What follows belongs to an exercise in optimizing a design on an open flow for small area; a production flow would make more cautious choices.
Where RTL was checked, it was by simulation tests only, not by an equivalence proof against the original.

==> inputs of wip/fjord <==
// alu32_top
module alu32_top(
    input  wire        clk,
    input  wire [31:0] a,
    input  wire [31:0] b,
    input  wire [2:0]  op_code,
    output reg  [32:0] result,
    output reg         zero_flag,
    output reg         control_flag
    );
    reg  [31:0] a_q, b_q;
    reg  [2:0]  op_q;
    wire [32:0] alu_result;
    wire        alu_zero, alu_control;
    always @(posedge clk) begin
        a_q  <= a;
        b_q  <= b;
        op_q <= op_code;
        result       <= alu_result;
        zero_flag    <= alu_zero;
        control_flag <= alu_control;
    end
    ALU_8_Bit #(.WIDTH(32)) u_alu (
        .A(a_q),
        .B(b_q),
        .op_code(op_q),
        .result(alu_result),
        .zero_flag(alu_zero),
        .control_flag(alu_control)
    );
endmodule
clock: 5.0 ns
lec_check: 0
cap_margin: 20
core_margin: 2
core_utilization: 40
slew_margin: 20
synth_hierarchical: 1
synth_minimum_keep_size: 0
standard.sh (not shown) runs the stock make flow with config.mk's settings and CLKGATE_MAP_FILE= SYNTH_SCRIPT=/design/flow/synth_recipe.tcl, a recipe that flattens the netlist after the stock synthesis.
==> flow/flow/run.sh <==
#!/bin/bash
# Standard ORFS layout with three changes: the port buffers use the smallest buffer cell,
# every combinational cell is put at its smallest drive strength after floorplanning (the
# repair steps then size up only what timing needs), and power recovery downsizes
# non-critical cells after global routing.
set -euo pipefail
W=$(pwd)
bash standard.sh BUFFER_PORTS_ARGS="-buffer_cell sky130_fd_sc_hd__buf_1" \
  POST_FLOORPLAN_TCL="$W/flow/downsize.tcl" RECOVER_POWER=100 finish > make_finish.log 2>&1
==> flow/flow/downsize.tcl <==
# POST_FLOORPLAN hook: put every combinational cell at the smallest drive strength of its
# family; the later repair steps size up what timing needs.
set n 0
foreach inst [[ord::get_db_block] getInsts] {
  set m [$inst getMaster]
  set name [$m getName]
  if {![regexp {^(sky130_fd_sc_hd__[a-z0-9]+)_([0-9]+)$} $name -> base sz]} { continue }
  if {[string match {*df*} $base] || [string match {*clk*} $base] || [string match {*tap*} $base]
      || [string match {*conb*} $base] || [string match {*dl*} $base]} { continue }
  set best ""
  set best_a 1e9
  foreach lc [get_lib_cells ${base}_*] {
    set ln [get_name $lc]
    if {![regexp "^${base}_\[0-9\]+\$" $ln]} { continue }
    if {[get_property $lc dont_use]} { continue }
    set a [get_property $lc area]
    if {$a < $best_a} { set best_a $a; set best $ln }
  }
  if {$best ne "" && $best ne $name} {
    $inst swapMaster [[ord::get_db] findMaster $best]
    incr n
  }
}
puts "downsize: replaced $n cells"
==> wip/tundra: changes against wip/fjord <==
--- a/flow/design.v
+++ b/flow/design.v
@@ -286,31 +286,13 @@
     alu_o21ai u_r29 (.a1(ns[29]), .a2(nar), .b1(nl[29]), .y(r[29]));
     alu_o21ai u_r30 (.a1(ns[30]), .a2(nar), .b1(nl[30]), .y(r[30]));
     alu_o21ai u_r31 (.a1(ns[31]), .a2(nar), .b1(nl[31]), .y(r[31]));
     assign result = {hi, r};
     assign control_flag = hi;
-    wire ze;
-    alu_nor #(.N(20)) u_zlo (.a(r[19:0]), .y(ze));
-    wire zp0;
-    alu_nor2 u_zp0 (.a(r[20]), .b(r[21]), .y(zp0));
-    wire zp1;
-    alu_nor2 u_zp1 (.a(r[22]), .b(r[23]), .y(zp1));
-    wire zp2;
-    alu_nor2 u_zp2 (.a(r[24]), .b(r[25]), .y(zp2));
-    wire zp3;
-    alu_nor2 u_zp3 (.a(r[26]), .b(r[27]), .y(zp3));
-    wire zp4;
-    alu_nor2 u_zp4 (.a(r[28]), .b(r[29]), .y(zp4));
-    wire zp5;
-    alu_nor2 u_zp5 (.a(r[30]), .b(r[31]), .y(zp5));
-    wire zp6;
-    alu_inv u_zp6 (.a(hi), .y(zp6));
-    wire zn0;
-    alu_nand #(.N(4)) u_zn0 (.a({ze, zp0, zp1, zp2}), .y(zn0));
-    wire zn1;
-    alu_nand #(.N(4)) u_zn1 (.a({zp3, zp4, zp5, zp6}), .y(zn1));
-    alu_nor #(.N(2)) u_z (.a({zn0, zn1}), .y(zero_flag));
+    wire zlo;
+    alu_or #(.N(24)) u_zlo (.a(r[23:0]), .y(zlo));
+    alu_nor #(.N(10)) u_z (.a({hi, r[31:24], zlo}), .y(zero_flag));
 endmodule
 module alu_xor2 (input a, input b, output y);
     assign y = a ^ b;
 endmodule
 module alu_xnor2 (input a, input b, output y);
@@ -355,13 +337,10 @@
     assign y = |a;
 endmodule
 module alu_nor #(parameter N = 8) (input [N-1:0] a, output y);
     assign y = ~|a;
 endmodule
-module alu_nand #(parameter N = 4) (input [N-1:0] a, output y);
-    assign y = ~&a;
-endmodule
 module alu_decode (input [2:0] op, output inv, output nar, output kp, output kg,
                    output op_add, output op_sub, output op_gt, output op_eq, output op_lt);
     assign op_add = (op == 3'b000);
     assign op_sub = (op == 3'b001);
     assign op_gt  = (op == 3'b010);
==> flow/flow/run.sh (replaced) <==
#!/bin/bash
# Standard ORFS layout, with the port buffers made from the smallest buffer cell and
# power recovery (downsizing of non-critical cells) after global routing.
set -euo pipefail
bash standard.sh BUFFER_PORTS_ARGS="-buffer_cell sky130_fd_sc_hd__buf_1" RECOVER_POWER=100 finish > make_finish.log 2>&1
removed: flow/flow/downsize.tcl
==> wip/umber: changes against wip/fjord <==
--- a/flow/design.v
+++ b/flow/design.v
@@ -120,30 +120,26 @@
     alu_a21oi u_c5 (.a1(p[5]), .a2(cc[5]), .b1(k5), .y(cc[6]));
     alu_a21oi u_c6 (.a1(p[6]), .a2(cc[6]), .b1(g[6]), .y(cc[7]));
     wire k7;
     alu_nor2 u_k7 (.a(p[7]), .b(g[7]), .y(k7));
     alu_a21oi u_c7 (.a1(p[7]), .a2(cc[7]), .b1(k7), .y(cc[8]));
-    wire P8, G8;
-    alu_gp #(.N(4)) u_gp8 (.p(p[11:8]), .g(g[11:8]), .P(P8), .G(G8));
     alu_a21oi u_c8 (.a1(p[8]), .a2(cc[8]), .b1(g[8]), .y(cc[9]));
     wire k9;
     alu_nor2 u_k9 (.a(p[9]), .b(g[9]), .y(k9));
     alu_a21oi u_c9 (.a1(p[9]), .a2(cc[9]), .b1(k9), .y(cc[10]));
     alu_a21oi u_c10 (.a1(p[10]), .a2(cc[10]), .b1(g[10]), .y(cc[11]));
-    alu_a21oi u_bc8 (.a1(P8), .a2(cc[8]), .b1(G8), .y(cc[12]));
-    wire P12, G12;
-    alu_gp #(.N(4)) u_gp12 (.p(p[15:12]), .g(g[15:12]), .P(P12), .G(G12));
-    wire k12;
-    alu_nor2 u_k12 (.a(p[12]), .b(g[12]), .y(k12));
-    alu_a21oi u_c12 (.a1(p[12]), .a2(cc[12]), .b1(k12), .y(cc[13]));
-    alu_a21oi u_c13 (.a1(p[13]), .a2(cc[13]), .b1(g[13]), .y(cc[14]));
-    wire k14;
-    alu_nor2 u_k14 (.a(p[14]), .b(g[14]), .y(k14));
-    alu_a21oi u_c14 (.a1(p[14]), .a2(cc[14]), .b1(k14), .y(cc[15]));
-    wire K12;
-    alu_nor2 u_K12 (.a(P12), .b(G12), .y(K12));
-    alu_a21oi u_bc12 (.a1(P12), .a2(cc[12]), .b1(K12), .y(cc[16]));
+    wire k11;
+    alu_nor2 u_k11 (.a(p[11]), .b(g[11]), .y(k11));
+    alu_a21oi u_c11 (.a1(p[11]), .a2(cc[11]), .b1(k11), .y(cc[12]));
+    alu_a21oi u_c12 (.a1(p[12]), .a2(cc[12]), .b1(g[12]), .y(cc[13]));
+    wire k13;
+    alu_nor2 u_k13 (.a(p[13]), .b(g[13]), .y(k13));
+    alu_a21oi u_c13 (.a1(p[13]), .a2(cc[13]), .b1(k13), .y(cc[14]));
+    alu_a21oi u_c14 (.a1(p[14]), .a2(cc[14]), .b1(g[14]), .y(cc[15]));
+    wire k15;
+    alu_nor2 u_k15 (.a(p[15]), .b(g[15]), .y(k15));
+    alu_a21oi u_c15 (.a1(p[15]), .a2(cc[15]), .b1(k15), .y(cc[16]));
     wire P16, G16;
     alu_gp #(.N(4)) u_gp16 (.p(p[19:16]), .g(g[19:16]), .P(P16), .G(G16));
     alu_a21oi u_c16 (.a1(p[16]), .a2(cc[16]), .b1(g[16]), .y(cc[17]));
     wire k17;
     alu_nor2 u_k17 (.a(p[17]), .b(g[17]), .y(k17));
@@ -192,14 +188,14 @@
     alu_xor2 u_s7 (.a(p[7]), .b(cc[7]), .y(ns[7]));
     alu_xnor2 u_s8 (.a(p[8]), .b(cc[8]), .y(ns[8]));
     alu_xor2 u_s9 (.a(p[9]), .b(cc[9]), .y(ns[9]));
     alu_xnor2 u_s10 (.a(p[10]), .b(cc[10]), .y(ns[10]));
     alu_xor2 u_s11 (.a(p[11]), .b(cc[11]), .y(ns[11]));
-    alu_xor2 u_s12 (.a(p[12]), .b(cc[12]), .y(ns[12]));
-    alu_xnor2 u_s13 (.a(p[13]), .b(cc[13]), .y(ns[13]));
-    alu_xor2 u_s14 (.a(p[14]), .b(cc[14]), .y(ns[14]));
-    alu_xnor2 u_s15 (.a(p[15]), .b(cc[15]), .y(ns[15]));
+    alu_xnor2 u_s12 (.a(p[12]), .b(cc[12]), .y(ns[12]));
+    alu_xor2 u_s13 (.a(p[13]), .b(cc[13]), .y(ns[13]));
+    alu_xnor2 u_s14 (.a(p[14]), .b(cc[14]), .y(ns[14]));
+    alu_xor2 u_s15 (.a(p[15]), .b(cc[15]), .y(ns[15]));
     alu_xnor2 u_s16 (.a(p[16]), .b(cc[16]), .y(ns[16]));
     alu_xor2 u_s17 (.a(p[17]), .b(cc[17]), .y(ns[17]));
     alu_xnor2 u_s18 (.a(p[18]), .b(cc[18]), .y(ns[18]));
     alu_xor2 u_s19 (.a(p[19]), .b(cc[19]), .y(ns[19]));
     alu_xor2 u_s20 (.a(p[20]), .b(cc[20]), .y(ns[20]));
@@ -214,16 +210,14 @@
     alu_xnor2 u_s29 (.a(p[29]), .b(cc[29]), .y(ns[29]));
     alu_xor2 u_s30 (.a(p[30]), .b(cc[30]), .y(ns[30]));
     alu_xnor2 u_s31 (.a(p[31]), .b(cc[31]), .y(ns[31]));
     wire co = cc[32];
     wire eq;
-    alu_and_tree #(.N(14)) u_eq (.a({P8, P12, P16, P20, P24, P28, p[0], p[1], p[2], p[3], p[4], p[5], p[6], p[7]}), .y(eq));
-    wire hi, cmpbit;
+    alu_and_tree #(.N(20)) u_eq (.a({P16, P20, P24, P28, p[0], p[1], p[2], p[3], p[4], p[5], p[6], p[7], p[8], p[9], p[10], p[11], p[12], p[13], p[14], p[15]}), .y(eq));
+    wire hi, ncmp;
     alu_flags u_fl (.co(co), .eq(eq), .op_add(op_add), .op_sub(op_sub), .op_gt(op_gt),
-        .op_eq(op_eq), .op_lt(op_lt), .hi(hi), .cmpbit(cmpbit));
-    wire ncmp;
-    alu_inv u_ncmp (.a(cmpbit), .y(ncmp));
+        .op_eq(op_eq), .op_lt(op_lt), .hi(hi), .ncmp(ncmp));
     alu_a22oi u_l0 (.a1(p[0]), .a2(kp), .b1(g[0]), .b2(kg), .y(nl[0]));
     alu_a22oi u_l1 (.a1(p[1]), .a2(kp), .b1(g[1]), .b2(kg), .y(nl[1]));
     alu_a22oi u_l2 (.a1(p[2]), .a2(kp), .b1(g[2]), .b2(kg), .y(nl[2]));
     alu_a22oi u_l3 (.a1(p[3]), .a2(kp), .b1(g[3]), .b2(kg), .y(nl[3]));
     alu_a22oi u_l4 (.a1(p[4]), .a2(kp), .b1(g[4]), .b2(kg), .y(nl[4]));
@@ -287,11 +281,11 @@
     alu_o21ai u_r30 (.a1(ns[30]), .a2(nar), .b1(nl[30]), .y(r[30]));
     alu_o21ai u_r31 (.a1(ns[31]), .a2(nar), .b1(nl[31]), .y(r[31]));
     assign result = {hi, r};
     assign control_flag = hi;
     wire ze;
-    alu_nor #(.N(20)) u_zlo (.a(r[19:0]), .y(ze));
+    alu_nor #(.N(19)) u_zlo (.a(r[19:1]), .y(ze));
     wire zp0;
     alu_nor2 u_zp0 (.a(r[20]), .b(r[21]), .y(zp0));
     wire zp1;
     alu_nor2 u_zp1 (.a(r[22]), .b(r[23]), .y(zp1));
     wire zp2;
@@ -301,11 +295,11 @@
     wire zp4;
     alu_nor2 u_zp4 (.a(r[28]), .b(r[29]), .y(zp4));
     wire zp5;
     alu_nor2 u_zp5 (.a(r[30]), .b(r[31]), .y(zp5));
     wire zp6;
-    alu_inv u_zp6 (.a(hi), .y(zp6));
+    alu_nor2 u_zp6 (.a(hi), .b(r[0]), .y(zp6));
     wire zn0;
     alu_nand #(.N(4)) u_zn0 (.a({ze, zp0, zp1, zp2}), .y(zn0));
     wire zn1;
     alu_nand #(.N(4)) u_zn1 (.a({zp3, zp4, zp5, zp6}), .y(zn1));
     alu_nor #(.N(2)) u_z (.a({zn0, zn1}), .y(zero_flag));
@@ -371,9 +365,9 @@
     assign nar = ~(op_add | op_sub);
     assign kp  = (op == 3'b110) | (op == 3'b111);
     assign kg  = (op == 3'b101) | (op == 3'b110);
 endmodule
 module alu_flags (input co, input eq, input op_add, input op_sub, input op_gt, input op_eq,
-                  input op_lt, output hi, output cmpbit);
+                  input op_lt, output hi, output ncmp);
     assign hi = (op_add & co) | (op_sub & ~co);
-    assign cmpbit = (op_gt & co & ~eq) | (op_eq & eq) | (op_lt & ~co);
+    assign ncmp = ~((op_gt & co & ~eq) | (op_eq & eq) | (op_lt & ~co));
 endmodule
==> flow/flow/run.sh (replaced) <==
#!/bin/bash
# Standard ORFS layout with these changes: the port buffers use the smallest buffer cell;
# every combinational cell is put at its smallest drive strength after floorplanning (the
# repair steps then size up only what timing needs); clock tree synthesis adds no dummy
# loads; power recovery downsizes non-critical cells after global routing.
set -euo pipefail
W=$(pwd)
bash standard.sh BUFFER_PORTS_ARGS="-buffer_cell sky130_fd_sc_hd__buf_1" \
  POST_FLOORPLAN_TCL="$W/flow/downsize.tcl" \
  CTS_ARGS="-sink_clustering_enable -repair_clock_nets -dont_use_dummy_load" \
  RECOVER_POWER=100 finish > make_finish.log 2>&1
Settings changed: GPL_TIMING_DRIVEN set to 0.
==> comparison <==
- Between wip/umber and wip/tundra, the lower global-route usage is in wip/umber (gap 1.5 points).
- Critical path depth, lowest first: wip/tundra, wip/fjord, wip/umber.
- Maximum frequency, highest first: wip/fjord, wip/tundra, wip/umber.
- Final cell count, highest first: wip/umber, wip/tundra, wip/fjord.
- Area after synthesis is about the same in wip/fjord and wip/tundra.
- wip/umber ran to the end with violations: negative setup slack. wip/tundra completed without violations. wip/fjord completed without violations.
No functional check of the RTL was part of wip/umber.

afterwards: timing with drivers on the ports:
The results above use ideal ports. As a check the final layouts listed here were re-extracted and re-timed, cells and wires unchanged. Step 1 sets driving cells, clkbuf_16 on the clock port and buf_2 on the other inputs (assumed; they add their load-dependent delay and slew). Step 2, shift: input delay + t, output delay - t, t = (earliest + latest rising clock arrival at the registers) / 2. This alone moves slack from input paths to output paths. Three values: ideal ports, drivers, drivers and shift; two values: the first two.
run | t (ns) | slack for setup (ns) | hold slack, ns | clock arrival spread, ns | slew at the worst register clock pin (ns)
wip/fjord | 0.403 | 0.448 / 0.448 / 0.448 | 0.687 / 0.687 / 0.687 | 0.007 / 0.007 | 0.09 / 0.09
wip/tundra | 0.405 | 0.295 / 0.295 / 0.295 | 0.686 / 0.686 / 0.686 | 0.012 / 0.011 | 0.09 / 0.09
wip/umber | 0.386 | -0.031 / -0.031 / -0.031 | 0.681 / 0.681 / 0.681 | 0.026 / 0.027 | 0.10 / 0.10
